What follows belongs to an exercise in optimizing a design on an open flow for a short achievable clock period and few clock cycles; a production flow would make more cautious choices. RTL that was checked went through simulation tests only; none was proved equivalent to the original.

Setup of quartz:
==> flow/design.v (excerpt) <==
module miniRV (
    input  wire        clk,
    input  wire        rst,
    input  wire [31:0] inst_i,
    input  wire [31:0] mem_rdata_i,
    output wire [13:0] inst_addr_o,
    output wire [15:0] mem_addr_o,
    output wire        mem_wen_o,
    output wire [31:0] mem_wdata_o,
    output wire        debug_wb_have_inst,
    output wire [31:0] debug_wb_pc,
    output wire        debug_wb_ena,
    output wire [4:0]  debug_wb_reg,
    output wire [31:0] debug_wb_value
);
Size in the first run: about 1800 flip-flops, ~200 I/O pins.
==> flow/config.mk <==
export PLATFORM = sky130hd
export DESIGN_NAME = miniRV
export DESIGN_NICKNAME = miniRV
export VERILOG_FILES = /design/flow/design.v
export SDC_FILE = /design/flow/constraint.sdc
export NUM_CORES = 4
export LEC_CHECK = 0
export CAP_MARGIN = 20
export CORE_MARGIN = 2
export CORE_UTILIZATION = 40
export SETUP_SLACK_MARGIN = 5
export SLEW_MARGIN = 20
==> flow/constraint.sdc <==
create_clock -name core_clock -period 9.5 [get_ports {clk}]
set_input_delay 1.9000 -clock core_clock [delete_from_list [all_inputs] [get_ports {clk}]]
set_output_delay 1.9000 -clock core_clock [all_outputs]
set_load 0.01 [all_outputs]
standard.sh (not shown) runs the stock make flow with config.mk's settings and CLKGATE_MAP_FILE= SYNTH_SCRIPT=/design/flow/synth_recipe.tcl, a recipe that flattens the netlist after the stock synthesis.
==> flow/flow/run.sh <==
#!/bin/bash
set -euo pipefail
MARGIN=${MARGIN:-6.5}
bash standard.sh SETUP_SLACK_MARGIN=$MARGIN finish > standard.log 2>&1
Testbench counts of quartz, summed over its fixed seeds: cycles 80,576.
diff inputs: quartz => amber
diff --git a/flow/design.v b/flow/design.v
--- a/flow/design.v
+++ b/flow/design.v
@@ -29,12 +29,13 @@
 reg  [31:0] e_r2;                  
 reg  [15:0] e_ji;                  
 reg  [13:0] e_pc;
 reg  [13:0] e_pc1;
 reg         e_jalr;
 reg         e_pred;
+reg  [13:0] e_ptgt;
 reg         e_c_eq, e_c_ne, e_c_lt, e_c_ge, e_c_ltu, e_c_geu, e_c_al;    
 reg         e_uns;
 reg         e_ld, e_st, e_wr;
 reg  [4:0]  e_rd;
 reg         e_r2_ld;               
 reg         e_sub;
@@ -51,33 +52,30 @@
 reg         w_valid;
 reg  [13:0] w_pc;
 reg         w_ena;
 reg  [4:0]  w_rd;
 reg  [31:0] w_val;
 reg  [31:0] rf [1:31];
-reg  [3:0]  pcx_n;
+reg  [3:0]  pcx_n;                 
 wire [3:0]  f_idx  = ~pcx_n;
 wire        f_hit  = btb_v[f_idx] && (btb_tag[f_idx] == pc_q[13:4]);
 wire [13:0] f_ptgt = btb_tgt[f_idx];
 wire        stall;
 wire        cond;
 wire [13:0] pc_t;                  
 wire [13:0] pc_n;                  
 wire        mis_t, mis_n;
 wire [13:0] pc_d = cond ? pc_t : pc_n;
 always @(posedge clk or posedge rst) begin
-    if (rst)
-        pc_q <= 14'd0;
-    else
-        pc_q <= pc_d;
-end
-always @(posedge clk or posedge rst) begin
-    if (rst)
-        pcx_n <= 4'h0;
-    else
+    if (rst) begin
+        pc_q  <= 14'd0;
+        pcx_n <= 4'hf;
+    end else begin
+        pc_q  <= pc_d;
         pcx_n <= ~pc_d[3:0];
+    end
 end
 assign inst_addr_o = pc_q;
 always @(posedge clk or posedge rst) begin
     if (rst)
         btb_v <= 16'd0;
     else if (bu_en)
@@ -162,12 +160,13 @@
     e_r2    <= r2_next;
     e_ji    <= i_jal ? imm_j[15:0] : i_br ? imm_b[15:0] : imm_i[15:0];
     e_pc    <= d_pc;
     e_pc1   <= d_pc + 14'd1;
     e_jalr  <= i_jalr;
     e_pred  <= d_pred;
+    e_ptgt  <= d_ptgt;
     e_c_eq  <= i_br && (f3 == 3'b000);
     e_c_ne  <= i_br && (f3 == 3'b001);
     e_c_lt  <= i_br && (f3 == 3'b100);
     e_c_ge  <= i_br && (f3 == 3'b101);
     e_c_ltu <= i_br && (f3 == 3'b110);
     e_c_geu <= i_br && (f3 == 3'b111);
@@ -267,26 +266,28 @@
 endfunction
 assign cond = e_c_al | brc(c_sel, c_rr);
 wire [31:0] cb  = e_r2_ld ? mem_rdata_i : e_r2;
 wire [15:0] jtgt   = add16(e_r1[15:0], e_ji);
 wire [15:0] btgt   = add16({e_pc, 2'b00}, e_ji);
 wire [13:0] e_t    = btgt[15:2];
+wire        jmis   = (jtgt[15:2] != e_ptgt);
 wire [13:0] nomis  = stall ? pc_q : f_hit ? f_ptgt : pc_q + 14'd1;
-assign mis_t = e_valid && (!e_pred || e_jalr);
+wire        tmis   = e_jalr ? jmis : (e_t != e_ptgt);
+assign mis_t = e_valid && (!e_pred || tmis);
 assign mis_n = e_valid && e_pred;
 assign pc_t  = !mis_t ? nomis : e_jalr ? jtgt[15:2] : e_t;
 assign pc_n  = !mis_n ? nomis : e_pc1;
 always @(posedge clk or posedge rst) begin
     if (rst) begin
         bu_en <= 1'b0;
     end else begin
-        bu_en <= e_valid && ((cond && !e_jalr) || e_pred);
+        bu_en <= e_valid && (cond || e_pred);
     end
 end
 always @(posedge clk) begin
-    bu_set <= cond && !e_jalr;
+    bu_set <= cond;
     bu_pc  <= e_pc;
     bu_tgt <= e_jalr ? jtgt[15:2] : e_t;
 end
 always @(posedge clk or posedge rst) begin
     if (rst) begin
         m_valid <= 1'b0;
--- outcome ---
- Compound-cell area share of the yosys netlist essentially unchanged between amber and quartz.
- Looking at critical setup path kind, the in2reg result is from quartz; the reg2reg one comes from amber.
- Half-perimeter wire length of the detailed placement result delta (amber − quartz): unfavourable
- Delta(via count, amber - quartz) > 0
- Compared with quartz, in amber total buffers and inverters traversed by the critical path fell by 6, least setup slack across all paths after layout fell by 0.030 ns, wire length rose by 6800 um.
- amber went all the way through synthesis, placement and routing and the layout is clean on timing, DRC and antenna.
Testbench counts of amber, summed over its fixed seeds: cycles 79,816.

* * *

Another version of the RTL of miniRV (not shown whole).
Size in the first run: about 5500 cells after synthesis, about 200 I/O pins, roughly 0.086 sq mm of cells after synthesis.
// miniRV
module miniRV (
    input  wire        clk,
    input  wire        rst,
    input  wire [31:0] inst_i,
    input  wire [31:0] mem_rdata_i,
    output wire [13:0] inst_addr_o,
    output wire [15:0] mem_addr_o,
    output wire        mem_wen_o,
    output wire [31:0] mem_wdata_o,
    output wire        debug_wb_have_inst,
    output wire [31:0] debug_wb_pc,
    output wire        debug_wb_ena,
    output wire [4:0]  debug_wb_reg,
    output wire [31:0] debug_wb_value
);
clock: 9.5 ns
lec_check: 0
cap_margin: 20
core_margin: 2
core_utilization: 40
setup_slack_margin: 5
slew_margin: 20
Scripts as last shown in full above: flow/flow/run.sh
Next try:
--- a/flow/design.v
+++ b/flow/design.v
@@ -57,21 +57,20 @@
 reg  [31:0] w_val;
 reg  [31:0] rf [1:31];
 reg  [3:0]  pcx_n;                 
 wire [3:0]  f_idx  = ~pcx_n;
 wire        f_hit  = btb_v[f_idx] && (btb_tag[f_idx] == pc_q[13:4]);
 wire [13:0] f_ptgt = btb_tgt[f_idx];
 wire        stall;
 wire        cond;
+wire [13:0] pc_t;                  
+wire [13:0] pc_n;                  
 wire        mis_t, mis_n;
-reg         mis_q;                 
-reg  [13:0] rd_q;                  
-wire [13:0] nomis;
-wire [13:0] pc_d = mis_q ? rd_q : nomis;
+wire [13:0] pc_d = cond ? pc_t : pc_n;
 always @(posedge clk or posedge rst) begin
     if (rst) begin
         pc_q  <= 14'd0;
         pcx_n <= 4'hf;
     end else begin
         pc_q  <= pc_d;
         pcx_n <= ~pc_d[3:0];
     end
@@ -85,26 +84,16 @@
 end
 always @(posedge clk) begin
     if (bu_en && bu_set) begin
         btb_tag[bu_pc[3:0]] <= bu_pc[13:4];
         btb_tgt[bu_pc[3:0]] <= bu_tgt;
     end
 end
 wire e_mis = cond ? mis_t : mis_n;
-wire ev    = e_valid && !mis_q;    
-always @(posedge clk or posedge rst) begin
-    if (rst)
-        mis_q <= 1'b0;
-    else
-        mis_q <= e_mis;
-end
-always @(posedge clk) begin
-    rd_q <= cond ? (e_jalr ? jtgt[15:2] : e_t) : e_pc1;
-end
 wire        d_valid = 1'b1;
 wire [31:0] d_inst  = inst_i;
 wire [13:0] d_pc    = pc_q;
 wire        d_pred  = f_hit;
 wire [13:0] d_ptgt  = f_ptgt;
 wire [4:0]  opc = d_inst[6:2];
 wire [4:0]  rd  = d_inst[11:7];
 wire [2:0]  f3  = d_inst[14:12];
@@ -152,17 +141,17 @@
 wire [31:0] b_next  = b_x    ? e_res : b_old;
 wire [31:0] r1_next = x_fwd1 ? e_res : r1_old;
 wire [31:0] r2_next = x_fwd2 ? e_res : r2_old;
 wire        i_sh    = i_alu && (f3[1:0] == 2'b01);
 wire [4:0]  sh_next = !i_sh ? 5'd0 : !i_op ? imm_i[4:0] : x_fwd2 ? e_res[4:0] : r2_old[4:0];
 wire   ld1 = e_valid && e_ld && e_wr && (rs1 == e_rd);
 wire   ld2 = e_valid && e_ld && e_wr && (rs2 == e_rd);
 assign stall = d_valid && ((use1 && !i_br && ld1) || (use2 && !i_st && !i_br && ld2));
-wire id_go    = d_valid && !stall && !mis_q;
+wire id_go    = d_valid && !stall && !e_mis;
 always @(posedge clk or posedge rst) begin
     if (rst)
         e_valid <= 1'b0;
     else
         e_valid <= id_go;
 end
 always @(posedge clk) begin
     e_a     <= a_next;
@@ -284,39 +273,41 @@
 endfunction
 assign cond = e_c_al | (e_s_rr & brc(c_sel, c_rr)) | (e_s_m1 & brc(c_sel, c_m1)) |
               (e_s_m2 & brc(c_sel, c_m2)) | (e_s_mm & (e_c_eq | e_c_ge | e_c_geu));
 wire [31:0] cb  = e_r2_ld ? mem_rdata_i : e_r2;
 wire [15:0] jtgt   = add16(e_r1[15:0], e_ji);
 wire [15:0] btgt   = add16({e_pc, 2'b00}, e_ji);
 wire [13:0] e_t    = btgt[15:2];
 wire        jmis   = (jtgt[15:2] != e_ptgt);
-assign nomis = stall ? pc_q : f_hit ? f_ptgt : pc_q + 14'd1;
+wire [13:0] nomis  = stall ? pc_q : f_hit ? f_ptgt : pc_q + 14'd1;
 wire        tmis   = e_jalr ? jmis : (e_t != e_ptgt);
-assign mis_t = ev && (!e_pred || tmis);
-assign mis_n = ev && e_pred;
+assign mis_t = e_valid && (!e_pred || tmis);
+assign mis_n = e_valid && e_pred;
+assign pc_t  = !mis_t ? nomis : e_jalr ? jtgt[15:2] : e_t;
+assign pc_n  = !mis_n ? nomis : e_pc1;
 always @(posedge clk or posedge rst) begin
     if (rst) begin
         bu_en <= 1'b0;
     end else begin
-        bu_en <= ev && (cond || e_pred);
+        bu_en <= e_valid && (cond || e_pred);
     end
 end
 always @(posedge clk) begin
     bu_set <= cond;
     bu_pc  <= e_pc;
     bu_tgt <= e_jalr ? jtgt[15:2] : e_t;
 end
 always @(posedge clk or posedge rst) begin
     if (rst) begin
         m_valid <= 1'b0;
         m_wen   <= 1'b0;
     end else begin
-        m_valid <= ev;
-        m_wen   <= ev && e_st;
+        m_valid <= e_valid;
+        m_wen   <= e_valid && e_st;
     end
 end
 always @(posedge clk) begin
     m_res   <= e_res;
     m_wdata <= cb;
     m_ld    <= e_ld;
     m_wr    <= e_wr;
     m_rd    <= e_rd;
After rerunning: Setup slack got worse by 86 ps; worst hold slack is about the same; final area went up by 0.52%; cell count climbs by 2.9%; routed wire length rose by 4.8%; sequential share of layout area decreases by 0.52 points; utilization came out lower by 0.28 points; via count grows by 5.0%.
Testbench counts after the change, summed over its fixed seeds: cycles 76,343.
Only the layout flow was run in the first run of this note; the RTL was not checked for function there.

-- port drivers added, routing unchanged --
In the flow no input, the clock included, has a driving cell. The finished layouts below were timed again as built, in two steps.
Step 1 sets driving cells, clkbuf_16 on the clock port and buf_2 on the other inputs (assumed; they add their load-dependent delay and slew).
Step 2 adds t to the input delays and takes it off the output delays; t is the mean of the earliest and latest rising clock arrival at the registers after step 1. Input paths then give back, and output paths get back, about the clock's delay inside the block.
a / b / c = ideal ports / drivers / drivers and shift; a / b = the first two.
run | shift t [ns] | slack for setup (ns) | pins driven straight from the clock port
quartz | 0.906 | 5.658 / 5.393 / 4.487 | 1
amber | 0.921 | 5.629 / 5.334 / 4.413 | 1
the first run of note 2 | 0.918 | 5.396 / 5.344 / 4.426 | 1
the second run of note 2 | 0.933 | 5.310 / 5.239 / 4.306 | 1
After both steps every run listed still meets setup and hold. For amber, which loses most, drivers alone change the setup slack by -0.295 ns; drivers and shift together by -1.216 ns.
